Optimization exercise on an open flow, not production practice.
RTL: at most simulated, not proved equivalent.
Clock network not from TritonCTS: every run shown here.
The clock port is an ideal driver here.
Power: default activity.

==> design/flow/config.mk <==
export PLATFORM = sky130hd
export DESIGN_NAME = bcnn_pipeline
export DESIGN_NICKNAME = bcnn_pipeline
export VERILOG_FILES = /design/flow/design.v
export SDC_FILE = /design/flow/constraint.sdc
export NUM_CORES = 4
export LEC_CHECK = 0
export CAP_MARGIN = 20
export CORE_MARGIN = 2
export CORE_UTILIZATION = 40
export SETUP_SLACK_MARGIN = 2.2
export SLEW_MARGIN = 20
==> design/flow/constraint.sdc <==
create_clock -name core_clock -period 4.0 [get_ports {clk}]
set_input_delay 0.8000 -clock core_clock [delete_from_list [all_inputs] [get_ports {clk}]]
set_output_delay 0.8000 -clock core_clock [all_outputs]
set_load 0.01 [all_outputs]
==> design/flow/design.v <==
`timescale 1ns / 1ps
module bcnn_pipeline (
    input  wire       clk,
    input  wire       reset,
    input  wire       pixel_in,
    input  wire       valid_in,
    input  wire [8:0] weight_bits1,
    input  wire [8:0] weight_bits2,
    input  wire [3:0] threshold1,
    input  wire [3:0] threshold2,
    output reg        pixel_out,
    output reg        valid_out
);
    reg [4:0] col, row;
    reg       f_lb1, f_pl1, f_l2;
    wire      last_col = (col == 5'd27);
    wire [4:0] col_nx  = last_col ? 5'd0 : col + 5'd1;
    wire [4:0] row_nx  = last_col ? ((row == 5'd27) ? 5'd0 : row + 5'd1) : row;
    always @(posedge clk) begin
        if (reset) begin
            col   <= 5'd0;
            row   <= 5'd0;
            f_lb1 <= 1'b1;
            f_pl1 <= 1'b0;
            f_l2  <= 1'b0;
        end else if (valid_in) begin
            col   <= col_nx;
            row   <= row_nx;
            f_lb1 <= (col_nx <= 5'd25);
            f_pl1 <= ~col_nx[0] && col_nx >= 5'd4 && col_nx <= 5'd26;
            f_l2  <= row_nx[0] && row_nx >= 5'd3 && row_nx <= 5'd25 && col_nx[0] && col_nx >= 5'd5;
        end
    end
    function [2:0] therm;
        input [2:0] q;
        therm = {&q, (q[0] & q[1]) | (q[0] & q[2]) | (q[1] & q[2]), |q};
    endfunction
    function [9:0] le_therm;
        input [3:0] th;
        integer j;
        for (j = 0; j < 10; j = j + 1)
            le_therm[j] = (th <= j);
    endfunction
    function [6:0] w_of;
        input [1:0] s;
        input [9:0] lth;
        integer k;
        for (k = 0; k < 7; k = k + 1)
            w_of[k] = ((s == 2'd0) & lth[k])     | ((s == 2'd1) & lth[k + 1]) |
                      ((s == 2'd2) & lth[k + 2]) | ((s == 2'd3) & lth[k + 3]);
    endfunction
    function [3:0] v_of;
        input [6:0] w;
        input [2:0] g;
        integer m;
        for (m = 0; m < 4; m = m + 1)
            v_of[m] = w[m] | (g[0] & w[m + 1]) | (g[1] & w[m + 2]) | (g[2] & w[m + 3]);
    endfunction
    function act;
        input [3:0] v;
        input [2:0] g;
        act = v[0] | (g[0] & v[1]) | (g[1] & v[2]) | (g[2] & v[3]);
    endfunction
    function [1:0] count3;
        input [2:0] q;
        count3 = {(q[0] & q[1]) | (q[0] & q[2]) | (q[1] & q[2]), ^q};
    endfunction
    reg  [51:0] lb1;                  
    wire        x1 = pixel_in;        
    wire        m1 = lb1[25];         
    wire        t1 = lb1[51];         
    wire [2:0] q10 = {~(t1 ^ weight_bits1[8]), ~(m1 ^ weight_bits1[5]), ~(x1 ^ weight_bits1[2])};
    wire [2:0] q11 = {~(t1 ^ weight_bits1[7]), ~(m1 ^ weight_bits1[4]), ~(x1 ^ weight_bits1[1])};
    wire [2:0] q12 = {~(t1 ^ weight_bits1[6]), ~(m1 ^ weight_bits1[3]), ~(x1 ^ weight_bits1[0])};
    reg  [1:0] s1;
    reg  [3:0] v1;
    reg        a1_r;                  
    wire [3:0] v1_nx = v_of(w_of(s1, le_therm(threshold1)), therm(q11));
    wire       a1    = act(v1, therm(q12));
    always @(posedge clk) begin
        if (valid_in) begin
            if (f_lb1)
                lb1 <= {lb1[50:0], x1};
            s1   <= count3(q10);
            v1   <= v1_nx;
            a1_r <= a1;
        end
    end
    reg        left1;                 
    reg [11:0] pl1;                   
    reg        p1_r;                  
    wire       pair1    = left1 | a1_r;
    wire       pair1_ev = f_pl1;
    wire       p1_ev    = f_pl1 && row[0] && row >= 5'd3 && row <= 5'd25;
    always @(posedge clk) begin
        if (valid_in) begin
            if (col[0])
                left1 <= a1_r;
            if (pair1_ev)
                pl1 <= {pl1[10:0], pair1};
            if (p1_ev)
                p1_r <= pair1 | pl1[11];
        end
    end
    wire       l2_ev = f_l2;
    reg [23:0] lb2;                   
    wire       x2 = p1_r;
    wire       m2 = lb2[11];
    wire       t2 = lb2[23];
    wire [2:0] q20 = {~(t2 ^ weight_bits2[8]), ~(m2 ^ weight_bits2[5]), ~(x2 ^ weight_bits2[2])};
    wire [2:0] q21 = {~(t2 ^ weight_bits2[7]), ~(m2 ^ weight_bits2[4]), ~(x2 ^ weight_bits2[1])};
    wire [2:0] q22 = {~(t2 ^ weight_bits2[6]), ~(m2 ^ weight_bits2[3]), ~(x2 ^ weight_bits2[0])};
    reg  [1:0] s2;
    reg  [3:0] v2;
    wire [3:0] v2_nx = v_of(w_of(s2, le_therm(threshold2)), therm(q21));
    wire       a2    = act(v2, therm(q22));
    reg        left2;
    reg  [4:0] pl2;
    wire       pair2    = left2 | a2;
    wire       left2_ev = l2_ev && col[1:0] == 2'b01;
    wire       pair2_ev = l2_ev && col[1:0] == 2'b11 && col >= 5'd11;
    wire       out_ev   = pair2_ev && row[1:0] == 2'b01 && row >= 5'd9;
    always @(posedge clk) begin
        if (l2_ev && valid_in) begin
            lb2 <= {lb2[22:0], x2};
            s2  <= count3(q20);
            v2  <= v2_nx;
        end
        if (left2_ev && valid_in)
            left2 <= a2;
        if (pair2_ev && valid_in)
            pl2 <= {pl2[3:0], pair2};
        pixel_out <= pair2 | pl2[4];
    end
    always @(posedge clk) begin
        if (reset)
            valid_out <= 1'b0;
        else
            valid_out <= valid_in && out_ev;
    end
endmodule
==> design/flow/flow/run.sh <==
#!/bin/bash
# Standard ORFS layout (the standard.sh) with two changes:
#  - ports are buffered with a small buffer cell (resizing may grow it);
#  - the clock tree is built by flow/manual_cts.tcl: the clock port drives one
#    root clkbuf, which drives a few clkbufs, each feeding a balanced group of
#    flip-flops (all sinks at the same depth).
set -euo pipefail
W=$PWD
export BUFFER_PORTS_ARGS="-buffer_cell sky130_fd_sc_hd__buf_1"
export PRE_CTS_TCL=$W/flow/manual_cts.tcl
export MCTS_CLOCK_PORT=clk
export MCTS_ROOT=sky130_fd_sc_hd__clkbuf_8
export MCTS_BUF=sky130_fd_sc_hd__clkbuf_16
export MCTS_GROUPS=6
bash standard.sh > $W/standard_flow.log 2>&1
==> design/flow/flow/manual_cts.tcl <==
# Replaces clock_tree_synthesis for this small design: the clock port drives a
# few clkbuf cells directly, each feeding a balanced group of the flip-flops
# (groups from a median split of the sink locations).
proc mcts_split {items axis parts} {
  # items: list of {iterm x y}; returns list of groups
  if {$parts <= 1} { return [list $items] }
  set idx [expr {$axis == "x" ? 1 : 2}]
  set sorted [lsort -real -index $idx $items]
  set n [llength $sorted]
  set h [expr {$parts / 2}]
  set cut [expr {int(round(double($n) * $h / $parts))}]
  set a [lrange $sorted 0 [expr {$cut - 1}]]
  set b [lrange $sorted $cut end]
  set next [expr {$axis == "x" ? "y" : "x"}]
  return [concat [mcts_split $a $next $h] [mcts_split $b $next [expr {$parts - $h}]]]
}

proc clock_tree_synthesis {args} {
  set db [ord::get_db]
  set block [ord::get_db_block]
  set port [$block findBTerm $::env(MCTS_CLOCK_PORT)]
  set clk_net [$port getNet]
  set master [$db findMaster $::env(MCTS_BUF)]
  set parts $::env(MCTS_GROUPS)
  # optional root buffer between the port and the leaf buffers
  set drv_net $clk_net
  if {[info exists ::env(MCTS_ROOT)] && $::env(MCTS_ROOT) ne ""} {
    set rmaster [$db findMaster $::env(MCTS_ROOT)]
    set rinst [odb::dbInst_create $block $rmaster "clkbuf_root"]
    set core [$block getCoreArea]
    $rinst setLocation [expr {([$core xMin] + [$core xMax]) / 2}] [expr {([$core yMin] + [$core yMax]) / 2}]
    $rinst setPlacementStatus PLACED
    set drv_net [odb::dbNet_create $block "clknet_root"]
    $drv_net setSigType CLOCK
  }
  set items {}
  foreach it [$clk_net getITerms] {
    set inst [$it getInst]
    set box [$inst getBBox]
    lappend items [list $it [expr {([$box xMin] + [$box xMax]) / 2.0}] [expr {([$box yMin] + [$box yMax]) / 2.0}]]
  }
  puts "manual CTS: [llength $items] sinks in $parts groups of $::env(MCTS_BUF)"
  set k 0
  foreach group [mcts_split $items x $parts] {
    set sx 0.0; set sy 0.0
    foreach g $group { set sx [expr {$sx + [lindex $g 1]}]; set sy [expr {$sy + [lindex $g 2]}] }
    set cx [expr {int($sx / [llength $group])}]
    set cy [expr {int($sy / [llength $group])}]
    set inst [odb::dbInst_create $block $master "clkbuf_leaf_$k"]
    $inst setLocation $cx $cy
    $inst setPlacementStatus PLACED
    set net [odb::dbNet_create $block "clknet_leaf_$k"]
    $net setSigType CLOCK
    [$inst findITerm A] connect $drv_net
    [$inst findITerm X] connect $net
    foreach g $group {
      set it [lindex $g 0]
      $it disconnect
      $it connect $net
    }
    puts "  group $k: [llength $group] sinks, buffer at $cx $cy"
    incr k
  }
  if {$drv_net ne $clk_net} {
    [$rinst findITerm A] connect $clk_net
    [$rinst findITerm X] connect $drv_net
    # root buffer at the centroid of the leaf buffers
    set sx 0; set sy 0
    for {set i 0} {$i < $k} {incr i} {
      set b [[$block findInst "clkbuf_leaf_$i"] getLocation]
      set sx [expr {$sx + [lindex $b 0]}]; set sy [expr {$sy + [lindex $b 1]}]
    }
    $rinst setLocation [expr {$sx / $k}] [expr {$sy / $k}]
  }
  $clk_net setSigType CLOCK
  set_propagated_clock [all_clocks]
}
==> design/flow/standard.sh <==
#!/bin/bash
# synth_recipe.tcl (not shown) runs the flow's synth.tcl, then flattens the netlist and writes it again
# the make line also repeats each setting of config.mk as NAME=value (left out here)
make -C /OpenROAD-flow-scripts/flow DESIGN_CONFIG=/design/flow/config.mk WORK_HOME=/design/flow/orfs CLKGATE_MAP_FILE= SYNTH_SCRIPT=/design/flow/synth_recipe.tcl "${@:-finish}"
==> metrics.md, run 1 <==
| Metric | Value |
|---|---|
| Status | `no timing/DRC/antenna violations` |
| Critical path type | `in2reg` |
| Worst skew pair latency | `0.37 ns` |
| Routed vias | `3067` |
| Wire length per cell | `14.0 um` |
| Initial antenna violation count | `0` |
| Pwr Density | `384 nW/um^2` |
| Core Rows | `41` |
| Vias per inst | `5.17` |
| Avg Synthesized Cell Area | `13.6 um^2` |
| Global-route usage over all layers | `11.4%` |
| Final slew viol count | `0` |
| Gp weighted congestion | `0.856` |
| Final setup violation count | `0` |
| Synth Instances | `381` |
| Max Cap Viol | `0` |
| Crit-path max FO | `6` |
| Share of layout cells above drive strength 1 | `17.8%` |
| Pre-CTS WS | `1.56 ns` |
| Clock Pin Slew Worst Setup and Hold Paths | `0.08 ns` |
| Slowest CP cell | `maj3_2` |
| Unique masters post-synth | `51` |
| Total chip power | `2.31 mW` |
| Post-synth EDFFs | `109` |
| DRC | `0` |
| Ys Warns | `1` |
| Post-DRT Antenna Nets | `0` |
| Area delta synth->final | `16.0%` |
| Synthesized net count | `417` |
| Post-Layout Inst Area | `6010 um^2` |
| Rel. slew slack | `52.8%` |
| Starting density of the core | `41.1%` |
| DRT Wirelength | `8310 um` |
| WP data required | `4.12 ns` |
| Arrival time at the worst endpoint | `2.04 ns` |
| First-pass GRT wire length | `13500 um` |
| Min-Delay Path Class | `reg2reg` |
| Tcrit/Tclk final | `48.0%` |
| Diode count | `0` |
| Sequential share of the synthesized area | `69.0%` |
| Setup ws final | `2.08 ns` |
| Largest net degree at the start of global routing | `27` |
| DRT iter0 DRCs | `225` |
| Startpoint types | `input port` |
| WP buf/inv | `1` |
| Grt total ovfl | `0` |
| Hold Violations, Final | `0` |
| Area contributors post-synth | `edfxtp_1, dfxtp_1, a21oi_1` |
| Full die area | `13900 um^2` |
| Drt pass-1 iters | `4` |
| Crit path max-delay family | `compound AO/OA/AOI/OAI gates` |
| Worst vdd rail ir drop | `308 uV` |
| RSZ-0062 raised after global routing | `true` |
| F_max | `521 MHz` |
| Dominant cell type by area after synthesis | `edfxtp_1` |
| Synth top area share | `63.2%` |
| Minimum clock period | `1.92 ns` |
| Number of global-route vias before repair | `2755` |
| Primary FF master, synth | `edfxtp_1` |
| CP Cell Sequence | `buf_2 > xnor2_4 > maj3_2 > a41o_1 > a221o_1` |
| Chip width | `118 um` |
| Dpl cell area | `5590 um^2` |
| Crit. End Element | `register` |
| NumNets Final | `459` |
| Worst slew pin tran | `0.707 ns` |
| Die Y-Extent | `118 um` |
| Setup TNS Final | `0 ns` |
| Layout Skew | `0.00905 ns` |
| Io pins | `32` |
| Dpl hpwl | `4920 um` |
| Core footprint | `12600 um^2` |
| Post-synthesis async set-or-reset flop share | `0%` |
| Pleak | `2.02 nW` |
| Register bit total from synthesis | `124` |
| Final core occ | `47.6%` |
| Synth Cell Area | `5180 um^2` |
| Port bufs | `31` |
| Slowest stage delay, CP | `0.38 ns` |
[path summary, 6_finish.rpt]
kind | startpoint | endpoint | cells after the start | slack, ns
setup / recovery | weight_bits2[1] | v2[1] | 5 | 2.08
hold / removal | lb1[37] | lb1[38] | 0 | 0.42
setup reg to reg | lb2[23] | v2[1] | 4 | 2.09
hold reg to reg | lb1[37] | lb1[38] | 0 | 0.42
[per-layer routing]
layer,part of all wire [%],up-vias,GRT usage (%)
met4,1.3,0,1.73
met1,49,1485,17.5
li1,-,1504,-
met5,0,-,0
met3,4.3,9,1.26
met2,45,69,18.0
[logic make-up after synthesis]
logic type	after synthesis	synth area share (%)
flops	124	69.0
buf+inv	31	2.29
mux	3	0.580
fa+ha+maj	14	3.31
simple gates	101	10.4
compound gates	85	10.6
xor+xnor	23	3.89
[cells in the mapped netlist, types with 2 or more instances]
cell      number
or2_2          2
dfxtp_1       15
a31oi_1        6
a22oi_1        2
edfxtp_1     109
a221o_1        2
fa_1           2
o31ai_1        6
and4b_1        2
clkbuf_1      15
nand4_1        2
nor3_1        11
nand2_1       17
nand3_1       10
o22ai_1        2
nand2b_1       6
mux2i_1        3
buf_2          2
and2_1         7
o21ai_0       17
a21oi_1       27
o211ai_1       3
nor2_1        20
ha_1           4
a2111o_1       2
maj3_1         7
a21o_1         2
xor2_1        12
nor4b_1        2
inv_1         14
and3_1         6
nor2b_1        7
a211oi_1       4
a22o_1         2
nand3b_1       2
xnor2_1       11
a211o_1        2
or3_1          3
[state kept, by name (all words and copies together), names as in the netlist, 2 cells and up]
signal and count:
v1 4, v2 4, col 5, s1 2
row 5, lb1 52, lb2 24, s2 2
pl2 5, pl1 12
[worst reg2reg max path: stages (launching register included)]
cell	delay, ns
edfxtp_1	0.53
xnor2_4	0.20
maj3_2	0.38
a41o_1	0.24
a221o_1	0.32
[power breakdown]
group | switching (mW) | total (mW) | internal, mW | leakage, nW
Combinational | 0.102 | 0.186 | 0.0841 | 0.813
Clock | 0.352 | 0.642 | 0.290 | 0.0811
Sequential | 0.0226 | 1.48 | 1.46 | 1.13
[placed cells by master (no fill, tap or decap), drive strengths merged, types with 3 or more instances in the layout]
cell	synthesis	routed
nand2b	6	6
edfxtp	109	109
inv	14	14
nand3	10	10
o211ai	3	3
xor2	12	12
a31oi	6	6
nand2	17	17
nor2	20	20
and2	7	9
or3	3	3
dfxtp	15	15
nor3	11	11
mux2i	3	3
buf	2	45
nor2b	7	7
and3	6	6
maj3	8	8
o21ai	17	17
o31ai	6	6
xnor2	11	11
ha	4	4
or2	3	3
a21oi	27	27
a211oi	4	4
clkbuf	15	10
[repair_timing]
| item | 4_1_cts | 5_1_grt |
|---|---|---|
| hold buffers | 0 | 0 |
| endpoints found under the setup margin | 91 | 13 |
| pin swaps | 12 | 8 |
| setup buffers | 13 | 3 |
| gates resized for setup | 28 | 14 |
| gates cloned | 2 | 0 |
| hold endpoints to repair | 0 | 0 |
[stage by stage]
step / hold WS [ns] / std cells
finish: 0.416 / 593
CTS: 0.422 / 590
global route: 0.427 / 593
floorplan: 0.400 / 381
global placement: 0.406 / 568
detailed placement: 0.405 / 568
[cell type report]
| type | count | area [um^2] |
|---|---|---|
| Buffer | 7 | 164 |
| Fill cell | 1117 | 6610 |
| Inverter | 14 | 52.6 |
| Multi-Input combinational cell | 228 | 1710 |
| Sequential cell | 124 | 3580 |
| Tap cell | 172 | 215 |
| Timing Repair Buffer | 48 | 284 |
==> run 2: changes to the inputs <==
--- a/design/flow/config.mk
+++ b/design/flow/config.mk
@@ -9,4 +9,4 @@
 export CORE_MARGIN = 2
 export CORE_UTILIZATION = 40
-export SETUP_SLACK_MARGIN = 2.2
+export SETUP_SLACK_MARGIN = 1.9
 export SLEW_MARGIN = 20
==> run 2 against run 1 <==
  * Clock power is essentially flat
  * Routed wire length shrank 3.6%
  * Synthesized cell count is the same
  * Register-to-register slack lost 0.07 ns
==> metrics.md, run 2 <==
| Metric | Value |
|---|---|
| Status | `no timing/DRC/antenna violations` |
| Dpl hpwl | `5150 um` |
| Diode count | `0` |
| Full die area | `13900 um^2` |
| First-pass GRT wire length | `13300 um` |
| Setup ws final | `2.01 ns` |
| Rel. slew slack | `55.6%` |
| Final slew viol count | `0` |
| Initial antenna violation count | `0` |
| Commonest non-fill, non-tap cell in the layout | `edfxtp_1` |
| Avg Synthesized Cell Area | `13.6 um^2` |
| Routed vias | `2998` |
| Clock Pin Slew Worst Setup and Hold Paths | `0.08 ns` |
| Unique masters post-synth | `51` |
| Port bufs | `31` |
| DRC | `0` |
| DRT Wirelength | `8010 um` |
| Startpoint types | `input port` |
| Post-synthesis async set-or-reset flop share | `0%` |
| Worst vdd rail ir drop | `287 uV` |
| Fill cells | `1163` |
| Primary FF master, synth | `edfxtp_1` |
| Dpl cell area | `5470 um^2` |
| Flop2flop setup slack | `2.02 ns` |
| Dominant cell type by area after synthesis | `edfxtp_1` |
| Crit. End Element | `register` |
| Gp weighted congestion | `0.914` |
| Synthesized net count | `417` |
| Tcrit/Tclk final | `49.7%` |
| WP data required | `4.13 ns` |
| Wire length per cell | `13.8 um` |
| Total chip power | `2.28 mW` |
| Minimum clock period | `1.99 ns` |
| Pwr Density | `400 nW/um^2` |
| Hold path cells | `0` |
| RSZ-0062 raised after global routing | `true` |
| Mux cell area share after synthesis | `0.580%` |
| Critical path type | `in2reg` |
| Die Y-Extent | `118 um` |
| Post-synth EDFFs | `109` |
| Setup TNS Final | `0 ns` |
| Synth top area share | `63.2%` |
| Pleak | `1.87 nW` |
| Min-Delay Path Class | `reg2reg` |
| Area of the multi-input gates | `1540 um^2` |
| Global-route usage over all layers | `11.1%` |
| Post-Synth Adder-Cell Area | `3.31%` |
| Max Cap Viol | `0` |
| Drt pass-1 iters | `4` |
| DRT iter0 DRCs | `219` |
| Largest family of logic cells by synthesized area | `compound AO/OA/AOI/OAI gates` |
| Synth Area in XOR/XNOR | `3.89%` |
| Pre-CTS WS | `1.54 ns` |
| Ys Warns | `1` |
| Largest net degree at the start of global routing | `53` |
| Crit-path max FO | `6` |
| Synth Instances | `381` |
| Most frequent cells in the layout | `edfxtp_1, buf_1, a21oi_1` |
| Most frequent cells after synthesis | `edfxtp_1, a21oi_1, nor2_1, nand2_1, o21ai_0` |
| Io pins | `32` |
| Vias per inst | `5.18` |
| Hold_buf cts | `0` |
| F_max | `503 MHz` |
| NumNets Final | `445` |
| Post-Layout Inst Area | `5700 um^2` |
| Register bit total from synthesis | `124` |
| Worst slew pin tran | `0.666 ns` |
| Seq. cell area | `3570 um^2` |
| Post-Synth Simple-Gate Area | `10.4%` |
| Grt total ovfl | `0` |
| Largest register FFs | `52` |
| Layout Skew | `0.00802 ns` |
| Hold Violations, Final | `0` |
| Number of global-route vias before repair | `2808` |
| Number of non-filler instances in the completed layout | `579` |
| Most frequent cell after synthesis | `edfxtp_1` |
| Share of layout cells above drive strength 1 | `7.13%` |
| Area delta synth->final | `10.0%` |
| Arrival time at the worst endpoint | `2.12 ns` |
| Placed Cells incl. Taps | `569` |
| Core Rows | `41` |
| Post-synthesis compound-gate area fraction | `10.6%` |
| Synth Cell Area | `5180 um^2` |
| Sequential share of the synthesized area | `69.0%` |
| Core footprint | `12600 um^2` |
| Chip width | `118 um` |
| Post-DRT Antenna Nets | `0` |
| Starting density of the core | `41.1%` |
| Reg with most FFs | `lb1` |
| Worst r2r path cells | `5` |
| Regs by FF count | `lb1 x52, lb2 x24, pl1 x12` |
| Area contributors post-synth | `edfxtp_1, dfxtp_1, a21oi_1` |
| Worst skew pair latency | `0.38 ns` |
| Final setup violation count | `0` |
[run 2: final timing paths]
path | to | start
worst min-delay path | lb2[8] | lb2[7]
worst max register to register | v2[0] | lb2[11]
worst min register to register | lb2[8] | lb2[7]
worst max-delay path | v2[1] | threshold2[0]
[run 2: cell type report]
class,count,area share [%]
multi-input combinational,226,26.9
buffer,7,2.88
inverter,14,0.922
timing repair buffer,36,2.79
sequential,124,62.7
tap,172,3.78
[run 2: metal layers]
metal / GRT usage, % / wire length (um) / vias up
met5: 0 / 0 / -
met4: 1.43 / 119 / 0
met3: 0.921 / 347 / 8
met2: 18.4 / 3690 / 68
met1: 16.4 / 3860 / 1446
li1: - / - / 1476
[run 2: worst max-delay path, stage by stage]
cell     delay, ns
buf_1         0.12
nor2b_1       0.38
maj3_1        0.26
a21oi_1       0.10
and2_1        0.21
a221o_1       0.26
[run 2: cell families (layout without fill, tap and decap cells)]
kind of cell               after synthesis  after routing
and+or+nand+nor                        101            101
xor gates and xnor gates                23             23
AOI/OAI and AO/OA                       85             85
DFF                                    124            124
adders and majority gates               14             14
buffers and inverters                   31             57
muxes                                    3              3
[run 2: metrics by stage]
stage	hold WS (ns)	utilization (%)
after global routing	0.433	45.2
after detailed placement	0.405	43.4
after global placement	0.403	43.4
after CTS	0.425	44.7
final	0.423	45.2
after floorplan	0.400	-
[run 2: repair_timing]
action / 4_1_cts / 5_1_grt
endpoints found under the hold margin: 0 / 0
pin swaps: 0 / 0
resized for setup: 3 / 7
endpoints found under the setup margin: 5 / 10
buffers inserted: 0 / 3
[run 2: report_power, final]
group / leakage [nW] / total [mW] / switching [mW] / internal [mW]
Clock: 0.0811 / 0.645 / 0.355 / 0.290
Sequential: 1.13 / 1.48 / 0.0229 / 1.46
Combinational: 0.661 / 0.153 / 0.0908 / 0.0624
==> run 3: changes to the inputs <==
--- a/design/flow/design.v
+++ b/design/flow/design.v
@@ -12,24 +12,22 @@
     output reg        valid_out
 );
-    reg [4:0] col, row;
-    reg       f_lb1, f_pl1, f_l2;
-    wire      last_col = (col == 5'd27);
-    wire [4:0] col_nx  = last_col ? 5'd0 : col + 5'd1;
-    wire [4:0] row_nx  = last_col ? ((row == 5'd27) ? 5'd0 : row + 5'd1) : row;
+    reg [4:0] cp, rp;
+    wire      last_col = &cp;
     always @(posedge clk) begin
         if (reset) begin
-            col   <= 5'd0;
-            row   <= 5'd0;
-            f_lb1 <= 1'b1;
-            f_pl1 <= 1'b0;
-            f_l2  <= 1'b0;
+            cp <= 5'd4;
+            rp <= 5'd5;
         end else if (valid_in) begin
-            col   <= col_nx;
-            row   <= row_nx;
-            f_lb1 <= (col_nx <= 5'd25);
-            f_pl1 <= ~col_nx[0] && col_nx >= 5'd4 && col_nx <= 5'd26;
-            f_l2  <= row_nx[0] && row_nx >= 5'd3 && row_nx <= 5'd25 && col_nx[0] && col_nx >= 5'd5;
+            cp <= last_col ? 5'd4 : cp + 5'd1;
+            if (last_col)
+                rp <= (rp == 5'd0) ? 5'd5 : rp + 5'd1;
         end
     end
+    wire f_lb1 = ~&cp[4:1];                           
+    wire f_pl1 = ~cp[0] & (cp[4] | cp[3]);            
+    wire f_c2  = cp[0] & (cp[4] | cp[3]);             
+    wire f_ra  = ~rp[0] & (rp[4] | rp[3]);            
+    wire f_rb  = rp[1] & ~rp[0] & (rp[4] | (rp[3] & rp[2]));  
+    wire f_l2  = f_c2 & f_ra;
     function [2:0] therm;
         input [2:0] q;
@@ -92,9 +90,8 @@
     wire       pair1    = left1 | a1_r;
     wire       pair1_ev = f_pl1;
-    wire       p1_ev    = f_pl1 && row[0] && row >= 5'd3 && row <= 5'd25;
+    wire       p1_ev    = f_pl1 & f_ra;
     always @(posedge clk) begin
         if (valid_in) begin
-            if (col[0])
-                left1 <= a1_r;
+            left1 <= a1_r;
             if (pair1_ev)
                 pl1 <= {pl1[10:0], pair1};
@@ -118,7 +115,6 @@
     reg  [4:0] pl2;
     wire       pair2    = left2 | a2;
-    wire       left2_ev = l2_ev && col[1:0] == 2'b01;
-    wire       pair2_ev = l2_ev && col[1:0] == 2'b11 && col >= 5'd11;
-    wire       out_ev   = pair2_ev && row[1:0] == 2'b01 && row >= 5'd9;
+    wire       pair2_ev = l2_ev & cp[1] & cp[0] & (cp[4] | (cp[3] & cp[2]));
+    wire       out_ev   = pair2_ev & f_rb;
     always @(posedge clk) begin
         if (l2_ev && valid_in) begin
@@ -127,5 +123,5 @@
             v2  <= v2_nx;
         end
-        if (left2_ev && valid_in)
+        if (l2_ev && valid_in)
             left2 <= a2;
         if (pair2_ev && valid_in)
--- a/design/flow/config.mk
+++ b/design/flow/config.mk
@@ -9,4 +9,4 @@
 export CORE_MARGIN = 2
 export CORE_UTILIZATION = 40
-export SETUP_SLACK_MARGIN = 1.9
+export SETUP_SLACK_MARGIN = 2.4
 export SLEW_MARGIN = 20
==> run 3 against run 2 <==
  * Sequential cell count shrank 3
  * Maximum frequency up 11%
  * Combinational power up 35%
  * Register-to-register slack better by 0.20 ns
  * Global-route usage increased by 1.1 points
  * Clock skew fell by 0.0010 ns
  * Utilization increased by 5.9 points
  * Setup slack better by 0.20 ns
  * Sequential share of layout area is 4.8 points lower
  * Sequential power shrank 3%
  * Final cell count is 8.1% lower
  * Hold slack got worse by 0.0083 ns
  * Largest cell class unchanged
  * Highest routed layer unchanged
==> metrics.md, run 3 <==
| Metric | Value |
|---|---|
| Status | `no timing/DRC/antenna violations` |
| Commonest non-fill, non-tap cell in the layout | `edfxtp_1` |
| Pwr Density | `375 nW/um^2` |
| Tcrit/Tclk final | `44.7%` |
| Slowest stage delay, CP | `0.31 ns` |
| WP buf/inv | `1` |
| Vias per inst | `5.17` |
| Crit. End Element | `register` |
| Clock Pin Slew Worst Setup and Hold Paths | `0.08 ns` |
| Most frequent cells after synthesis | `edfxtp_1, nor2_1, a21oi_1, xor2_1, o21ai_0` |
| Final slew viol count | `0` |
| Worst vdd rail ir drop | `233 uV` |
| Crit path max-delay family | `adder cells` |
| Sw Ratio | `21.0%` |
| Core footprint | `11900 um^2` |
| Wire length per cell | `14.8 um` |
| Startpoint types | `input port` |
| Total chip power | `2.28 mW` |
| Minimum clock period | `1.79 ns` |
| Ys Warns | `1` |
| Die Y-Extent | `114 um` |
| Rel. slew slack | `63.5%` |
| Final setup violation count | `0` |
| Area contributors post-synth | `edfxtp_1, dfxtp_1, xor2_1` |
| Unique masters post-synth | `48` |
| Global-route usage over all layers | `12.2%` |
| Clock share of power | `27.9%` |
| F_max | `559 MHz` |
| Arrival time at the worst endpoint | `2.03 ns` |
| Routed vias | `2749` |
| Grt total ovfl | `0` |
| Regs by FF count | `lb1 x52, lb2 x24, pl1 x12` |
| Synth Cell Area | `4860 um^2` |
| Dominant cell type by area after synthesis | `edfxtp_1` |
| Drt pass-1 iters | `4` |
| Full die area | `13000 um^2` |
| Number of non-filler instances in the completed layout | `532` |
| Critical path type | `in2reg` |
| Most frequent cell after synthesis | `edfxtp_1` |
| Worst skew pair latency | `0.37 ns` |
| Largest net degree at the start of global routing | `53` |
| P_sw | `479 uW` |
| Chip width | `114 um` |
| Crit-path max FO | `3` |
| NumNets Final | `424` |
| Reg with most FFs | `lb1` |
| DRT iter0 DRCs | `180` |
| Setup ws final | `2.21 ns` |
| Diode count | `0` |
| Post-synth EDFFs | `109` |
| First-pass GRT wire length | `13200 um` |
| Dpl hpwl | `5010 um` |
| Logic gate share of total power | `9.1%` |
| Flop pwr share | `63.1%` |
| Pleak | `2.04 nW` |
| Sequential share of the synthesized area | `72.3%` |
| Avg Synthesized Cell Area | `14.7 um^2` |
| Number of global-route vias before repair | `2678` |
| Primary FF master, synth | `edfxtp_1` |
| Area delta synth->final | `25.1%` |
| Register bit total from synthesis | `121` |
| Setup TNS Final | `0 ns` |
| Max Cap Viol | `0` |
| CP Cell Sequence | `buf_4 > xor2_4 > maj3_2 > maj3_2 > a21o_1 > o21ai_2` |
| Starting density of the core | `40.8%` |
| Most used cell, CP | `maj3_2` |
| RSZ-0062 raised after global routing | `true` |
| Internal power | `1.80 mW` |
| Gp weighted congestion | `0.880` |
| Worst slew pin tran | `0.547 ns` |
| Initial antenna violation count | `0` |
| Io pins | `32` |
| Post-DRT Antenna Nets | `0` |
| Layout Skew | `0.00702 ns` |
| DRT Wirelength | `7880 um` |
| Placed Cells incl. Taps | `499` |
| Synth Instances | `331` |
| Pre-CTS WS | `1.55 ns` |
| Synth top area share | `67.4%` |
| WP data required | `4.24 ns` |
| Core Rows | `40` |
| Post-synthesis async set-or-reset flop share | `0%` |
| Share of layout cells above drive strength 1 | `28.6%` |
| Slowest CP cell | `maj3_2` |
| Port bufs | `31` |
| Fill cells | `1011` |
| Most frequent cells in the layout | `edfxtp_1, buf_4, nor2_1` |
| Largest register FFs | `52` |
| Synthesized net count | `368` |
| DRC | `0` |
| Hold Violations, Final | `0` |
| Min-Delay Path Class | `reg2reg` |
run 3: cell types whose count changed after synthesis, moves of 4 or more:
cell      before  now
a21oi_1       27   18
nor3_1        11    3
nand3_1       10    4
and2_1         7    1
clkbuf_1      15    9
nand2_1       17   13
run 3: power groups by stage:
stage               clock [mW]  combinational (mW)  sequential (mW)
floorplan                    0               0.135             1.46
global placement             0               0.172             1.47
detailed placement           0               0.177             1.47
CTS                      0.666               0.198             1.44
global route             0.709               0.229             1.44
finish                   0.636               0.206             1.44
run 3: repair_timing:
action	in CTS	in global routing
resized for setup	44	17
hold buffers	0	0
pin swaps	28	14
endpoints found under the setup margin	110	115
cloned	1	0
setup buffers	19	6
run 3: kinds of logic after synthesis:
| family | count (synthesis) | share of synthesized area (%) |
|---|---|---|
| buffers and inverters | 25 | 1.96 |
| AOI/OAI and AO/OA | 68 | 8.94 |
| muxes | 3 | 0.618 |
| and+or+nand+nor | 73 | 7.70 |
| xor gates and xnor gates | 25 | 4.51 |
| adders and majority gates | 16 | 3.97 |
| DFF | 121 | 72.3 |
run 3: layer usage:
layer / share of wire (%) / vias up / global-route usage [%]
met4: 1.5 / 0 / 1.79
met3: 4.7 / 13 / 1.54
li1: - / 1350 / -
met1: 48 / 1316 / 18.5
met5: 0 / - / 0
met2: 46 / 70 / 19.5
run 3: path summary, 6_finish.rpt:
| path | startpoint | endpoint | slack (ns) | depth (start not counted) |
|---|---|---|---|---|
| min reg2reg | lb1[21] | lb1[22] | 0.41 | 0 |
| max | weight_bits2[1] | v2[1] | 2.21 | 6 |
| max reg2reg | lb2[23] | v2[1] | 2.22 | 6 |
| min | lb1[21] | lb1[22] | 0.41 | 0 |
run 3: layout make-up:
| cell class | count | area (um^2) | area share (%) |
|---|---|---|---|
| sequential | 121 | 3520 | 57.9 |
| multi-input combinational | 186 | 1710 | 28.1 |
| timing repair buffer | 58 | 454 | 7.47 |
| tap | 147 | 184 | 3.03 |
| buffer | 7 | 164 | 2.70 |
| inverter | 13 | 53.8 | 0.885 |
run 3: metrics by stage:
stage	instance area (um^2)	hold WS, ns	util [%]
2_1_floorplan	5220	0.398	-
3_3_place_gp	5460	0.401	45.8
3_5_place_dp	5460	0.405	45.8
4_1_cts	5940	0.414	49.8
5_1_grt	6080	0.430	51.0
6_report	6080	0.415	51.0
==> run 4: changes to the inputs <==
--- a/design/flow/config.mk
+++ b/design/flow/config.mk
@@ -9,4 +9,4 @@
 export CORE_MARGIN = 2
 export CORE_UTILIZATION = 40
-export SETUP_SLACK_MARGIN = 2.4
+export SETUP_SLACK_MARGIN = 2.2
 export SLEW_MARGIN = 20
==> run 4 against run 3 <==
  * Largest cell class unchanged
  * First-iteration DRC count increased by 7.8%
  * Final area decreased by 4.6%
  * Clock skew increased by 0.0025 ns
  * Still clean on timing, DRC and antenna
  * Hold slack improved by 0.0067 ns
  * Synthesized area unchanged
  * Sequential power about the same
  * Highest routed layer unchanged
  * Combinational power decreased by 9.7%
  * Clock power about the same
  * Maximum frequency decreased by 1.0%
  * Sequential cell count unchanged
  * Setup slack got worse by 0.018 ns
  * Global-route usage decreased by 0.41 points
==> metrics.md, run 4 <==
| Metric | Value |
|---|---|
| Hold Violations, Final | `0` |
| Diode count | `0` |
| CP Cell Sequence | `buf_6 > xor2_4 > maj3_2 > maj3_2 > a21o_1 > o21ai_2` |
| F_max | `553 MHz` |
| Post-synthesis async set-or-reset flop share | `0%` |
| Most frequent cell after synthesis | `edfxtp_1` |
| Final setup violation count | `0` |
| Tcrit/Tclk final | `45.2%` |
| Chip width | `114 um` |
| Port bufs | `31` |
| DRT Wirelength | `7840 um` |
| Minimum clock period | `1.81 ns` |
| Dpl cell area | `5380 um^2` |
| Commonest non-fill, non-tap cell in the layout | `edfxtp_1` |
| Core footprint | `11900 um^2` |
| Pleak | `1.92 nW` |
| Largest register FFs | `52` |
| Worst skew pair latency | `0.38 ns` |
| Sequential share of the synthesized area | `72.3%` |
| Worst slew pin tran | `0.609 ns` |
| Grt total ovfl | `0` |
| Global-route usage over all layers | `11.8%` |
| Min-Delay Path Class | `reg2reg` |
| Layout Skew | `0.00953 ns` |
| Die Y-Extent | `114 um` |
| Io pins | `32` |
| Area delta synth->final | `19.4%` |
| Routed vias | `2725` |
| Synth Instances | `331` |
| Critical path type | `in2reg` |
| Max Cap Viol | `0` |
| Number of global-route vias before repair | `2569` |
| Reg with most FFs | `lb1` |
| Core Rows | `40` |
| Pre-CTS WS | `1.25 ns` |
| DRC | `0` |
| Post-Layout Inst Area | `5800 um^2` |
| Slowest stage delay, CP | `0.31 ns` |
| WP data required | `4.23 ns` |
| Final core occ | `48.7%` |
| Drt pass-1 iters | `4` |
| Gp weighted congestion | `0.821` |
| Post-DRT Antenna Nets | `0` |
| Synth top area share | `67.4%` |
| Arrival time at the worst endpoint | `2.04 ns` |
| Synthesized net count | `368` |
| Placed Cells incl. Taps | `498` |
| Setup ws final | `2.19 ns` |
| Share of layout cells above drive strength 1 | `21.0%` |
| Primary FF master, synth | `edfxtp_1` |
| Most used cell, CP | `maj3_2` |
| Area contributors post-synth | `edfxtp_1, dfxtp_1, xor2_1` |
| Vias per inst | `5.25` |
| Dpl hpwl | `5000 um` |
| Initial antenna violation count | `0` |
| Starting density of the core | `40.8%` |
| Rel. slew slack | `59.4%` |
| NumNets Final | `411` |
| Number of non-filler instances in the completed layout | `519` |
| First-pass GRT wire length | `12700 um` |
| Startpoint types | `input port` |
| Most frequent cells in the layout | `edfxtp_1, nor2_1, buf_1` |
| RSZ-0062 raised after global routing | `true` |
| Setup TNS Final | `0 ns` |
| DRT iter0 DRCs | `194` |
| Pwr Density | `390 nW/um^2` |
| Ys Warns | `1` |
| Unique masters post-synth | `48` |
| Synth Cell Area | `4860 um^2` |
| Full die area | `13000 um^2` |
| Most frequent cells after synthesis | `edfxtp_1, nor2_1, a21oi_1, xor2_1, o21ai_0` |
| Regs by FF count | `lb1 x52, lb2 x24, pl1 x12` |
| Register bit total from synthesis | `121` |
| Avg Synthesized Cell Area | `14.7 um^2` |
| Status | `no timing/DRC/antenna violations` |
| Min Hold Slack | `0.421 ns` |
| Post-synth EDFFs | `109` |
| Clock Pin Slew Worst Setup and Hold Paths | `0.08 ns` |
| Crit. End Element | `register` |
| Wire length per cell | `15.1 um` |
| Slowest CP cell | `maj3_2` |
| Final slew viol count | `0` |
| Total chip power | `2.26 mW` |
| Dominant cell type by area after synthesis | `edfxtp_1` |
| Crit-path max FO | `3` |
| Worst vdd rail ir drop | `203 uV` |
| Largest net degree at the start of global routing | `53` |
## run 4: cell counts after synthesis
No cell type changed its count.
## run 4: cells by family (layout without fill, tap and decap cells)
kind of cell | after synthesis | after routing | synth area share, %
buffers and inverters | 25 | 65 | 1.96
multiplexers | 3 | 3 | 0.618
flip-flops | 121 | 121 | 72.3
adder cells (fa/ha/maj) | 16 | 16 | 3.97
XOR/XNOR | 25 | 25 | 4.51
AO/OA/AOI/OAI | 68 | 68 | 8.94
AND/OR/NAND/NOR | 73 | 74 | 7.70
## run 4: path summary, 6_finish.rpt
kind | start | to | slack (ns) | cells after the start
worst max-delay path | weight_bits2[1] | v2[1] | 2.19 | 6
worst min-delay path | lb1[32] | lb1[33] | 0.42 | 0
worst max register to register | p1_r | v2[1] | 2.20 | 6
worst min register to register | lb1[32] | lb1[33] | 0.42 | 0
## run 4: cell type report
cell class                 count  area [um^2]
timing repair buffer          45          300
sequential                   121         3510
multi-input combinational    186         1590
inverter                      13         53.8
fill                        1003         6110
tap                          147          184
buffer                         7          164
## run 4: worst max-delay path, delay by kind of cell
family | cells | cell delay, ns
buf+inv | 1 | 0.12
fa+ha+maj | 2 | 0.62
xor+xnor | 1 | 0.18
compound gates | 2 | 0.32
## run 4: timing repair
action	4_1_cts	5_1_grt
gates resized for setup	30	14
hold buffers	0	0
cloned	1	0
pin swaps	7	13
setup buffers	7	6
setup endpoints to repair	117	24
## run 4: where the power goes
| part | total, mW | internal (mW) | leakage, nW | switching (mW) |
|---|---|---|---|---|
| Clock | 0.638 | 0.290 | 0.0811 | 0.348 |
| Sequential | 1.44 | 1.42 | 1.11 | 0.0193 |
| Combinational | 0.186 | 0.0798 | 0.733 | 0.107 |
| Total | 2.26 | 1.79 | 1.92 | 0.474 |
## run 4: per-layer routing
layer	track usage (%)	vias up	share of wire, %
li1	-	1324	-
met1	17.7	1329	48
met2	19.0	62	46
met3	1.38	10	4.5
met4	1.95	0	1.9
met5	0	-	0
==> run 5: changes to the inputs <==
--- a/design/flow/config.mk
+++ b/design/flow/config.mk
@@ -11,2 +11,3 @@
 export SETUP_SLACK_MARGIN = 2.2
 export SLEW_MARGIN = 20
+export TNS_END_PERCENT = 0
==> run 5 against run 4 <==
  * Die area unchanged
  * Largest cell class unchanged
  * Largest power group unchanged
  * Critical path type is now reg2reg
  * Register-to-register slack got worse by 0.16 ns
  * Synthesized cell count unchanged
  * Via count shrank 1.7%
  * Final area shrank 4.7%
  * Combinational power decreased by 13%
  * Final cell count fell by 0.58%
==> metrics.md, run 5 <==
| Metric | Value |
|---|---|
| Area contributors post-synth | `edfxtp_1, dfxtp_1, xor2_1` |
| Tcrit/Tclk final | `49.1%` |
| Flop2flop setup slack | `2.04 ns` |
| Reg2reg end | `pixel_out` |
| Final core occ | `46.4%` |
| Wire length per cell | `14.6 um` |
| Share of layout cells above drive strength 1 | `13.0%` |
| Pleak | `1.83 nW` |
| Pre-CTS WS | `1.16 ns` |
| Dpl hpwl | `4660 um` |
| Reg with most FFs | `lb1` |
| Synth Cell Area | `4860 um^2` |
| Critical path type | `reg2reg` |
| Vias per inst | `5.19` |
| Setup ws final | `2.04 ns` |
| Ys Warns | `1` |
| Worst r2r path cells | `6` |
| Synth top area share | `67.4%` |
| Area delta synth->final | `13.8%` |
| Diode count | `0` |
| Primary FF master, synth | `edfxtp_1` |
| Worst skew pair latency | `0.38 ns` |
| CP Cell Sequence | `buf_6 > xnor2_4 > a21oi_2 > nor2_1 > or4_4 > or2_1` |
| Final slew viol count | `0` |
| Worst vdd rail ir drop | `311 uV` |
| RSZ-0062 raised after global routing | `true` |
| Clock Pin Slew Worst Setup and Hold Paths | `0.08 ns` |
| Most frequent cell after synthesis | `edfxtp_1` |
| Arrival time at the worst endpoint | `2.24 ns` |
| Met3 Resource Use GR | `1.59%` |
| Die Y-Extent | `114 um` |
| Drt pass-1 iters | `4` |
| Pwr Density | `401 nW/um^2` |
| Startpoint types | `register` |
| Core footprint | `11900 um^2` |
| Starting density of the core | `40.8%` |
| First-pass GRT wire length | `11800 um` |
| Routed vias | `2679` |
| Post-DRT Antenna Nets | `0` |
| Slowest CP cell | `or4_4` |
| Full die area | `13000 um^2` |
| WP data required | `4.27 ns` |
| Global-route usage over all layers | `10.9%` |
| DRT Wirelength | `7530 um` |
| Sequential share of the synthesized area | `72.3%` |
| Min Hold Slack | `0.415 ns` |
| Dpl cell area | `5150 um^2` |
| Number of global-route vias before repair | `2442` |
| Grt total ovfl | `0` |
| DRC | `0` |
| Hold worst-path end | `lb2[15]` |
| Crit. End Element | `register` |
| Dominant cell type by area after synthesis | `edfxtp_1` |
| Final setup violation count | `0` |
| HP Start | `lb2[14]` |
| Chip width | `114 um` |
| Core Rows | `40` |
| Max Cap Viol | `0` |
| Hold path cells | `0` |
| Total chip power | `2.22 mW` |
| Grt peak-use layer | `met2` |
| Initial antenna violation count | `0` |
| DRT iter0 DRCs | `199` |
| Number of non-filler instances in the completed layout | `516` |
| Most frequent cells after synthesis | `edfxtp_1, nor2_1, a21oi_1, xor2_1, o21ai_0` |
| GRT met1 Usage | `16.1%` |
| NumNets Final | `408` |
| Largest net degree at the start of global routing | `53` |
| Worst slew pin tran | `0.667 ns` |
| Slowest stage delay, CP | `0.55 ns` |
| Placed Cells incl. Taps | `499` |
| Hold Violations, Final | `0` |
| Regs by FF count | `lb1 x52, lb2 x24, pl1 x12` |
| Fill cells | `1068` |
| Post-synthesis async set-or-reset flop share | `0%` |
| Status | `no timing/DRC/antenna violations` |
| Met2 Use GR | `17.1%` |
| Reg2Reg Launch Point | `lb2[11]` |
| Unique masters post-synth | `48` |
| Register bit total from synthesis | `121` |
| Port bufs | `31` |
| F_max | `509 MHz` |
| Crit-path max FO | `4` |
| Layout Skew | `0.00771 ns` |
| Synthesized net count | `368` |
| Min-Delay Path Class | `reg2reg` |
| Avg Synthesized Cell Area | `14.7 um^2` |
| Io pins | `32` |
| Commonest non-fill, non-tap cell in the layout | `edfxtp_1` |
| Largest register FFs | `52` |
| Minimum clock period | `1.96 ns` |
| Post-Layout Inst Area | `5530 um^2` |
| Synth Instances | `331` |
| Post-synth EDFFs | `109` |
| Setup TNS Final | `0 ns` |
| Most frequent cells in the layout | `edfxtp_1, buf_1, nor2_1` |
| Rel. slew slack | `55.5%` |
| Gp weighted congestion | `0.825` |
[run 5: cell types whose count changed in the layout (fill, tap and decap cells not counted), moves of 3 or more]
cell,delta
nor2_4,-3
maj3_1,+4
buf_1,+8
o21ai_0,+4
xnor2_4,-4
buf_6,-3
o21ai_2,-3
xor2_4,-4
maj3_2,-4
[run 5: power breakdown]
part	switching [mW]	internal, mW
Combinational	0.0960	0.0660
Clock	0.332	0.289
Sequential	0.0177	1.42
Total	0.446	1.77
[run 5: timing repair]
item                       in CTS  in global routing
setup endpoints to repair     117                110
setup buffers                   7                  3
pin swaps                       5                  6
hold buffers                    0                  0
resized for setup              23                 13
[run 5: worst max-delay path by stage]
stage | from | endpoint | slack, ns
2_1_floorplan | valid_in | lb1[0] | 1.69
3_3_place_gp | valid_in | pl1[5] | 1.30
3_5_place_dp | valid_in | pl1[11] | 1.16
4_1_cts | lb2[11] | pixel_out | 2.09
5_1_grt | lb2[11] | pixel_out | 1.99
6_report | lb2[11] | pixel_out | 2.04
[run 5: kinds of logic after synthesis]
logic type	count (synthesis)	synth area share (%)
buf+inv	25	1.96
simple gates	73	7.70
compound gates	68	8.94
xor+xnor	25	4.51
mux	3	0.618
flops	121	72.3
fa+ha+maj	16	3.97
[run 5: critical path: cells and delay by family, from the launching register on]
kind | cells | cell delay (ns)
simple gates | 3 | 0.83
flops | 1 | 0.53
buf+inv | 1 | 0.20
compound gates | 1 | 0.16
xor+xnor | 1 | 0.13
[run 5: cell type report]
class / instances / area, um^2 / area share [%]
Sequential cell: 121 / 3510 / 63.6
Multi-Input combinational cell: 185 / 1370 / 24.9
Timing Repair Buffer: 43 / 239 / 4.32
Tap cell: 147 / 184 / 3.33
Buffer: 7 / 164 / 2.97
Inverter: 13 / 53.8 / 0.973
[run 5: layer usage]
layer	routed length, um	vias to the layer above
li1	-	1317
met1	3710	1298
met2	3300	51
met3	318	13
met4	201	0
met5	0	-
==> run 6: changes to the inputs <==
--- a/design/flow/config.mk
+++ b/design/flow/config.mk
@@ -11,3 +11,3 @@
 export SETUP_SLACK_MARGIN = 2.2
 export SLEW_MARGIN = 20
-export TNS_END_PERCENT = 0
+export TNS_END_PERCENT = 10
==> run 6 against run 5 <==
  * Still clean
  * Combinational power grew 7%
  * Synthesized cell count is the same
  * Sequential power is essentially flat
  * Final cell count grew 0.39%
  * Utilization grew 0.98 points
==> metrics.md, run 6 <==
| Metric | Value |
|---|---|
| Vias per inst | `5.22` |
| Most frequent cell after synthesis | `edfxtp_1` |
| Io pins | `32` |
| Global-route usage over all layers | `10.9%` |
| Initial antenna violation count | `0` |
| Slowest stage delay, CP | `0.51 ns` |
| Most frequent cells in the layout | `edfxtp_1, buf_1, nor2_1` |
| Reg2reg end | `pixel_out` |
| Area contributors post-synth | `edfxtp_1, dfxtp_1, xor2_1` |
| F_max | `531 MHz` |
| Status | `no timing/DRC/antenna violations` |
| Worst vdd rail ir drop | `311 uV` |
| Crit. End Element | `register` |
| Minimum clock period | `1.88 ns` |
| WP buf/inv | `1` |
| Pleak | `1.87 nW` |
| Flop pwr share | `64.3%` |
| Full die area | `13000 um^2` |
| Worst r2r path cells | `6` |
| Pwr Density | `395 nW/um^2` |
| Reg2Reg Launch Point | `p1_r` |
| Post-synthesis async set-or-reset flop share | `0%` |
| Sequential share of the synthesized area | `72.3%` |
| Regs by FF count | `lb1 x52, lb2 x24, pl1 x12` |
| Flop2flop setup slack | `2.12 ns` |
| Hold Violations, Final | `0` |
| HP Start | `lb2[14]` |
| Core Rows | `40` |
| Arrival time at the worst endpoint | `2.16 ns` |
| Reg with most FFs | `lb1` |
| Most frequent cells after synthesis | `edfxtp_1, nor2_1, a21oi_1, xor2_1, o21ai_0` |
| DRT Wirelength | `7600 um` |
| Startpoint types | `register` |
| Min-Delay Path Class | `reg2reg` |
| Rel. slew slack | `60.2%` |
| Unique masters post-synth | `48` |
| Dpl hpwl | `4660 um` |
| Dominant cell type by area after synthesis | `edfxtp_1` |
| Routed vias | `2706` |
| DRT iter0 DRCs | `184` |
| Die Y-Extent | `114 um` |
| Grt total ovfl | `0` |
| Starting density of the core | `40.8%` |
| Pre-CTS WS | `1.16 ns` |
| Final setup violation count | `0` |
| Gp weighted congestion | `0.825` |
| First-pass GRT wire length | `11800 um` |
| Largest register FFs | `52` |
| Clock share of power | `27.8%` |
| Hold worst-path end | `lb2[15]` |
| Clock Pin Slew Worst Setup and Hold Paths | `0.08 ns` |
| Largest family of logic cells by synthesized area | `compound AO/OA/AOI/OAI gates` |
| Number of global-route vias before repair | `2442` |
| Largest net degree at the start of global routing | `53` |
| Crit-path max FO | `4` |
| Slowest CP cell | `edfxtp_1` |
| Post-Synth Adder-Cell Area | `3.97%` |
| CP Cell Sequence | `buf_6 > xnor2_4 > a31oi_1 > nor2b_1 > or4_4 > or2_1` |
| Logic gate share of total power | `7.8%` |
| Post-synth EDFFs | `109` |
| Worst slew pin tran | `0.593 ns` |
| Diode count | `0` |
| Sw Ratio | `20.2%` |
| DRC | `0` |
| Chip width | `114 um` |
| Mux cell area share after synthesis | `0.618%` |
| Area delta synth->final | `16.2%` |
| CP Depth | `6` |
| Worst skew pair latency | `0.38 ns` |
| Final slew viol count | `0` |
| Max Cap Viol | `0` |
| Synth Cell Area | `4860 um^2` |
| Layout Skew | `0.00800 ns` |
| Post-Synth Simple-Gate Area | `7.70%` |
| Core footprint | `11900 um^2` |
| Primary FF master, synth | `edfxtp_1` |
| RSZ-0062 raised after global routing | `true` |
| Synth top area share | `67.4%` |
| WP data required | `4.27 ns` |
| Port bufs | `31` |
| Synth Instances | `331` |
| Synthesized net count | `368` |
| Internal power | `1.78 mW` |
| Crit path max-delay family | `simple AND/OR/NAND/NOR gates` |
| P_sw | `451 uW` |
| Post-DRT Antenna Nets | `0` |
| Post-synthesis compound-gate area fraction | `8.94%` |
| Hold path cells | `0` |
| Setup ws final | `2.12 ns` |
| Setup TNS Final | `0 ns` |
| Share of layout cells above drive strength 1 | `18.3%` |
| Drt pass-1 iters | `4` |
| Tcrit/Tclk final | `47.1%` |
| Synth Area in XOR/XNOR | `4.51%` |
| Wire length per cell | `14.7 um` |
| Commonest non-fill, non-tap cell in the layout | `edfxtp_1` |
| Critical path type | `reg2reg` |
| Register bit total from synthesis | `121` |
| Ys Warns | `1` |
| Avg Synthesized Cell Area | `14.7 um^2` |
| NumNets Final | `410` |
## run 6: cell types whose count changed in the layout (fill, tap and decap cells not counted), sizes merged
cell    delta
buf        -4
clkbuf     +6
## run 6: layout make-up
cell class	instances	area, um^2
buffer	7	164
fill	1058	6270
inverter	13	53.8
multi-input combinational	185	1460
sequential	121	3510
tap	147	184
timing repair buffer	45	270
## run 6: stage by stage
stage	hold slack [ns]	util [%]	std cells	instance area (um^2)	power [mW]
global route	0.430	47.4	518	5640	2.33
detailed placement	0.405	43.2	499	5150	1.61
floorplan	0.400	-	331	4900	1.57
CTS	0.417	45.7	513	5440	2.24
finish	0.415	47.4	518	5640	2.23
global placement	0.404	43.2	499	5150	1.61
## run 6: worst max path at each step
| stage | from | endpoint | slack (ns) |
|---|---|---|---|
| after floorplan | valid_in | lb1[0] | 1.69 |
| after global placement | valid_in | pl1[5] | 1.30 |
| after detailed placement | valid_in | pl1[11] | 1.16 |
| after CTS | lb2[11] | pixel_out | 2.09 |
| after global routing | p1_r | pixel_out | 2.03 |
| final | p1_r | pixel_out | 2.12 |
## run 6: logic make-up after synthesis
kind of cell / after synthesis
flip-flops: 121
AO/OA/AOI/OAI: 68
buffers and inverters: 25
adder cells (fa/ha/maj): 16
multiplexers: 3
AND/OR/NAND/NOR: 73
XOR/XNOR: 25
## run 6: layer usage
metal,GRT usage (%),vias up,wire length (um)
met5,0,-,0
met4,2.68,0,135
met3,1.59,9,296
met2,17.1,53,3450
met1,16.1,1320,3710
li1,-,1324,-
## run 6: repair_timing
action | in CTS | in global routing
setup buffers | 7 | 5
pin swaps | 5 | 23
hold buffers | 0 | 0
setup endpoints to repair | 117 | 110
gates resized for setup | 23 | 41
## run 6: power by group through the flow
stage / logic (mW) / registers (mW) / clock network [mW]
2_1_floorplan: 0.109 / 1.46 / 0
3_3_place_gp: 0.141 / 1.46 / 0
3_5_place_dp: 0.145 / 1.46 / 0
4_1_cts: 0.154 / 1.44 / 0.651
5_1_grt: 0.193 / 1.44 / 0.696
6_report: 0.174 / 1.44 / 0.621
==> run 7: changes to the inputs <==
--- a/design/flow/flow/run.sh
+++ b/design/flow/flow/run.sh
@@ -10,6 +10,6 @@
 export PRE_CTS_TCL=$W/flow/manual_cts.tcl
 export MCTS_CLOCK_PORT=clk
-export MCTS_ROOT=sky130_fd_sc_hd__clkbuf_8
+export MCTS_ROOT=sky130_fd_sc_hd__clkbuf_4
 export MCTS_BUF=sky130_fd_sc_hd__clkbuf_16
-export MCTS_GROUPS=6
+export MCTS_GROUPS=5
 bash standard.sh > $W/standard_flow.log 2>&1
--- a/design/flow/config.mk
+++ b/design/flow/config.mk
@@ -11,3 +11,2 @@
 export SETUP_SLACK_MARGIN = 2.2
 export SLEW_MARGIN = 20
-export TNS_END_PERCENT = 10
==> run 7 against run 6 <==
  * Still clean on timing, DRC and antenna
  * Sequential share of layout area shrank 0.92 points
  * Utilization grew 0.71 points
  * Global-route usage grew 0.75 points
  * Critical path type is now in2reg
  * Largest power group unchanged
  * Highest routed layer unchanged
==> metrics.md, run 7 <==
| Metric | Value |
|---|---|
| Worst slew pin tran | `0.631 ns` |
| Post-synthesis compound-gate area fraction | `8.94%` |
| Worst vdd rail ir drop | `246 uV` |
| Unique masters post-synth | `48` |
| DRT Wirelength | `7880 um` |
| Grt total ovfl | `0` |
| Crit. End Element | `register` |
| Initial antenna violation count | `1` |
| Ys Warns | `1` |
| Full die area | `13000 um^2` |
| RSZ-0062 raised after global routing | `true` |
| Global-route usage over all layers | `11.7%` |
| Post-synthesis async set-or-reset flop share | `0%` |
| Dominant cell type by area after synthesis | `edfxtp_1` |
| Number of global-route vias before repair | `2509` |
| Regs by FF count | `lb1 x52, lb2 x24, pl1 x12` |
| Post-Synth Simple-Gate Area | `7.70%` |
| Gp weighted congestion | `0.821` |
| Post-DRT Antenna Nets | `0` |
| Commonest non-fill, non-tap cell in the layout | `edfxtp_1` |
| Logic gate share of total power | `8.3%` |
| Most frequent cells after synthesis | `edfxtp_1, nor2_1, a21oi_1, xor2_1, o21ai_0` |
| Layout Skew | `0.00699 ns` |
| Met2 Use GR | `18.7%` |
| Arrival time at the worst endpoint | `2.12 ns` |
| Final slew viol count | `0` |
| Pwr Density | `382 nW/um^2` |
| Critical path type | `in2reg` |
| Largest family of logic cells by synthesized area | `compound AO/OA/AOI/OAI gates` |
| Minimum clock period | `1.82 ns` |
| Area of the multi-input gates | `1580 um^2` |
| Worst skew pair latency | `0.44 ns` |
| Placed Cells incl. Taps | `498` |
| Share of layout cells above drive strength 1 | `18.6%` |
| Tcrit/Tclk final | `45.5%` |
| Io pins | `32` |
| P_sw | `459 uW` |
| Largest net degree at the start of global routing | `53` |
| GRT met1 Usage | `17.7%` |
| Clock share of power | `25.9%` |
| Synth Area in XOR/XNOR | `4.51%` |
| Chip width | `114 um` |
| DRC | `0` |
| Most frequent cells in the layout | `edfxtp_1, buf_1, nor2_1` |
| Area contributors post-synth | `edfxtp_1, dfxtp_1, xor2_1` |
| Die Y-Extent | `114 um` |
| F_max | `550 MHz` |
| Register bit total from synthesis | `121` |
| Hold Violations, Final | `0` |
| Setup ws final | `2.18 ns` |
| Internal power | `1.73 mW` |
| Core Rows | `40` |
| Fill cells | `1009` |
| Number of non-filler instances in the completed layout | `518` |
| Most frequent cell after synthesis | `edfxtp_1` |
| Wire length per cell | `15.2 um` |
| Flop pwr share | `65.7%` |
| Post-synth EDFFs | `109` |
| Avg Synthesized Cell Area | `14.7 um^2` |
| Sw Ratio | `21.0%` |
| Sequential share of the synthesized area | `72.3%` |
| Met3 Resource Use GR | `1.16%` |
| Mux cell area share after synthesis | `0.618%` |
| Synth top area share | `67.4%` |
| WP data required | `4.30 ns` |
| Synthesized net count | `368` |
| Core footprint | `11900 um^2` |
| Grt peak-use layer | `met2` |
| Post-Synth Adder-Cell Area | `3.97%` |
| Largest register FFs | `52` |
| Startpoint types | `input port` |
| Primary FF master, synth | `edfxtp_1` |
| Synth Instances | `331` |
| Area delta synth->final | `17.9%` |
| Pleak | `1.88 nW` |
| Rel. slew slack | `58.0%` |
| Min-Delay Path Class | `reg2reg` |
| Dpl hpwl | `5000 um` |
| Final setup violation count | `0` |
| Synth Cell Area | `4860 um^2` |
| Reg with most FFs | `lb1` |
| First-pass GRT wire length | `12500 um` |
| NumNets Final | `409` |
| Clock Pin Slew Worst Setup and Hold Paths | `0.09 ns` |
| Max Cap Viol | `0` |
| DRT iter0 DRCs | `312` |
| Setup TNS Final | `0 ns` |
| Pre-CTS WS | `1.25 ns` |
| Routed vias | `2734` |
| Drt pass-1 iters | `5` |
| Vias per inst | `5.28` |
| Crit-path max FO | `3` |
| Starting density of the core | `40.8%` |
| Status | `no timing/DRC/antenna violations` |
| Seq. cell area | `3510 um^2` |
| Port bufs | `31` |
run 7: changes by cell type in the layout (fill, tap and decap cells not counted), sizes merged:
| cell | change |
|---|---|
| buf | +2 |
| clkbuf | -4 |
| nor2 | +1 |
| diode | +1 |
run 7: cells by family (layout without fill, tap and decap cells):
kind of cell | after synthesis | count (layout)
compound gates | 68 | 68
xor+xnor | 25 | 25
fa+ha+maj | 16 | 16
buf+inv | 25 | 63
flops | 121 | 121
mux | 3 | 3
other cells | 0 | 1
simple gates | 73 | 74
run 7: path summary, 6_finish.rpt:
| kind | startpoint | end | slack, ns | cells after the start |
|---|---|---|---|---|
| setup / recovery | weight_bits2[1] | v2[1] | 2.18 | 6 |
| hold / removal | lb1[9] | lb1[10] | 0.42 | 0 |
| setup reg to reg | lb2[11] | v2[1] | 2.19 | 6 |
| hold reg to reg | lb1[9] | lb1[10] | 0.42 | 0 |
run 7: through the flow:
step | area (um^2) | util, % | hold WS [ns] | power (mW)
after CTS | 5640 | 47.3 | 0.426 | 2.20
after global placement | 5380 | 45.2 | 0.400 | 1.63
final | 5730 | 48.1 | 0.425 | 2.19
after floorplan | 5160 | - | 0.398 | 1.59
after detailed placement | 5380 | 45.2 | 0.405 | 1.64
after global routing | 5730 | 48.1 | 0.432 | 2.28
run 7: per-layer routing:
| metal | share of wire [%] | vias to the layer above | wire, um |
|---|---|---|---|
| li1 | - | 1326 | - |
| met1 | 48 | 1323 | 3780 |
| met2 | 45 | 69 | 3570 |
| met3 | 4.8 | 16 | 377 |
| met4 | 1.9 | 0 | 153 |
| met5 | 0 | - | 0 |
run 7: repair_timing:
item,CTS,global route
endpoints found under the setup margin,116,65
gates resized for setup,15,13
gates cloned,1,0
hold endpoints to repair,0,0
pin swaps,2,9
hold buffers,0,0
setup buffers,7,5
run 7: worst max-delay path: stages:
cell and delay [ns]:
clkbuf_2 0.17, xor2_4 0.21, maj3_2 0.31, maj3_2 0.31, a21o_1 0.17, o21ai_2 0.14
run 7: area by class of cell:
class                      instances  area share (%)
sequential                       121            61.3
inverter                          13           0.939
multi-input combinational        186            27.6
buffer                             6            2.31
timing repair buffer              44            4.59
tap                              147            3.21
antenna                            1          0.0437
run 7: power groups by stage:
stage	clock [mW]	sequential, mW	combinational (mW)
after floorplan	0	1.46	0.130
after global placement	0	1.47	0.166
after detailed placement	0	1.47	0.171
after CTS	0.591	1.44	0.174
after global routing	0.632	1.44	0.204
final	0.567	1.44	0.182
==> run 8: changes to the inputs <==
--- a/design/flow/config.mk
+++ b/design/flow/config.mk
@@ -9,4 +9,5 @@
 export CORE_MARGIN = 2
 export CORE_UTILIZATION = 40
+export PLACE_DENSITY = 0.8
 export SETUP_SLACK_MARGIN = 2.2
 export SLEW_MARGIN = 20
==> run 8 against run 7 <==
  * Via count grew 0.40%
  * Sequential share of layout area fell by 0.18 points
  * Register-to-register slack worse by 0.03 ns
  * First-iteration DRC count decreased by 40%
  * Critical path depth unchanged
  * Sequential power barely moved
  * Setup slack lost 0.034 ns
  * Die area stayed put
  * Utilization increased by 0.16 points
  * Synthesized area did not move
==> metrics.md, run 8 <==
| Metric | Value |
|---|---|
| Status | `no timing/DRC/antenna violations` |
| Most frequent cells in the layout | `edfxtp_1, buf_1, nor2_1` |
| Starting density of the core | `40.8%` |
| Register bit total from synthesis | `121` |
| Synth Cell Area | `4860 um^2` |
| DRC | `0` |
| CP Cell Sequence | `buf_1 > xnor2_4 > maj3_2 > buf_4 > a221oi_2 > o21ai_1` |
| Largest net degree at the start of global routing | `53` |
| Fill cells | `1005` |
| Post-synth EDFFs | `109` |
| Final setup violation count | `0` |
| Core Rows | `40` |
| DRT iter0 DRCs | `187` |
| Gp weighted congestion | `0.889` |
| Logic gate share of total power | `8.4%` |
| Number of global-route vias before repair | `2667` |
| Area contributors post-synth | `edfxtp_1, dfxtp_1, xor2_1` |
| DRT Wirelength | `7820 um` |
| RSZ-0062 raised after global routing | `true` |
| Wire length per cell | `15.0 um` |
| Most frequent cell after synthesis | `edfxtp_1` |
| Setup TNS Final | `0 ns` |
| Initial antenna violation count | `0` |
| Global-route usage over all layers | `12.0%` |
| Clock Pin Slew Worst Setup and Hold Paths | `0.09 ns` |
| Min-Delay Path Class | `reg2reg` |
| Slowest CP cell | `maj3_2` |
| Ys Warns | `1` |
| Unique masters post-synth | `48` |
| Chip width | `114 um` |
| Sw Ratio | `20.6%` |
| Routed vias | `2745` |
| Startpoint types | `input port` |
| Arrival time at the worst endpoint | `2.04 ns` |
| Slowest stage delay, CP | `0.36 ns` |
| Tcrit/Tclk final | `46.3%` |
| P_sw | `448 uW` |
| Core footprint | `11900 um^2` |
| Hold Violations, Final | `0` |
| Vias per inst | `5.25` |
| Crit-path max FO | `3` |
| Area delta synth->final | `18.3%` |
| Final core occ | `48.3%` |
| Drt pass-1 iters | `4` |
| Minimum clock period | `1.85 ns` |
| Worst vdd rail ir drop | `178 uV` |
| First-pass GRT wire length | `13000 um` |
| Worst slew pin tran | `0.618 ns` |
| NumNets Final | `415` |
| Commonest non-fill, non-tap cell in the layout | `edfxtp_1` |
| Synth Instances | `331` |
| Layout Skew | `0.00551 ns` |
| Regs by FF count | `lb1 x52, lb2 x24, pl1 x12` |
| Port bufs | `31` |
| Clock share of power | `25.5%` |
| Crit. End Element | `register` |
| Post-DRT Antenna Nets | `0` |
| Die Y-Extent | `114 um` |
| Dominant cell type by area after synthesis | `edfxtp_1` |
| Synthesized net count | `368` |
| Dpl hpwl | `5010 um` |
| Synth top area share | `67.4%` |
| Rel. slew slack | `58.8%` |
| Pleak | `1.90 nW` |
| Largest register FFs | `52` |
| Flop pwr share | `66.1%` |
| Diode count | `0` |
| Full die area | `13000 um^2` |
| Pwr Density | `379 nW/um^2` |
| Sequential share of the synthesized area | `72.3%` |
| Final slew viol count | `0` |
## run 8: cell families (layout without fill, tap and decap cells)
logic type,after synthesis,after routing,synth area share (%)
AOI/OAI and AO/OA,68,68,8.94
xor gates and xnor gates,25,25,4.51
adders and majority gates,16,16,3.97
buffers and inverters,25,69,1.96
DFF,121,121,72.3
muxes,3,3,0.618
and+or+nand+nor,73,74,7.70
## run 8: cell type report
type                       instances  area (um^2)  share of cell area (%)
sequential                       121         3510                    61.1
timing repair buffer              50          307                    5.33
inverter                          13         53.8                   0.936
multi-input combinational        186         1560                    27.1
buffer                             6          133                    2.31
tap                              147          184                    3.20
## run 8: timing repair
item,in CTS,in global routing
resized for setup,15,9
endpoints found under the hold margin,0,0
gates cloned,1,0
setup endpoints to repair,115,79
pin swaps,2,8
setup buffers,10,8
## run 8: worst paths after layout
path	start	to	slack [ns]	depth (start not counted)
setup / recovery	weight_bits2[1]	v2[2]	2.15	6
hold / removal	lb1[45]	lb1[46]	0.42	0
setup reg to reg	p1_r	v2[2]	2.16	6
hold reg to reg	lb1[45]	lb1[46]	0.42	0
## run 8: stage by stage
stage	hold slack (ns)	std cells	setup slack [ns]	cell area (um^2)	total power, mW
2_1_floorplan	0.398	331	1.69	5160	1.59
4_1_cts	0.423	515	2.18	5660	2.19
6_report	0.424	523	2.15	5750	2.18
3_5_place_dp	0.405	498	1.22	5380	1.63
5_1_grt	0.431	523	2.10	5750	2.27
3_3_place_gp	0.407	498	1.30	5380	1.63
## run 8: power groups by stage
stage / combinational, mW / clock [mW] / sequential, mW
finish: 0.184 / 0.555 / 1.44
global route: 0.206 / 0.616 / 1.44
CTS: 0.173 / 0.578 / 1.44
detailed placement: 0.169 / 0 / 1.47
global placement: 0.163 / 0 / 1.47
floorplan: 0.130 / 0 / 1.46
## run 8: metal layers
layer	track usage (%)	wire length, um	up-vias	part of all wire [%]
li1	-	-	1338	-
met1	17.4	3590	1314	46
met2	20.1	3720	85	48
met3	1.38	422	8	5.4
met4	1.87	82	0	1.0
met5	0	0	-	0
## run 8: critical path: cells and delay by family
kind / cells / cell delay (ns)
buffers and inverters: 2 / 0.42
AOI/OAI and AO/OA: 2 / 0.33
adders and majority gates: 1 / 0.36
xor gates and xnor gates: 1 / 0.12
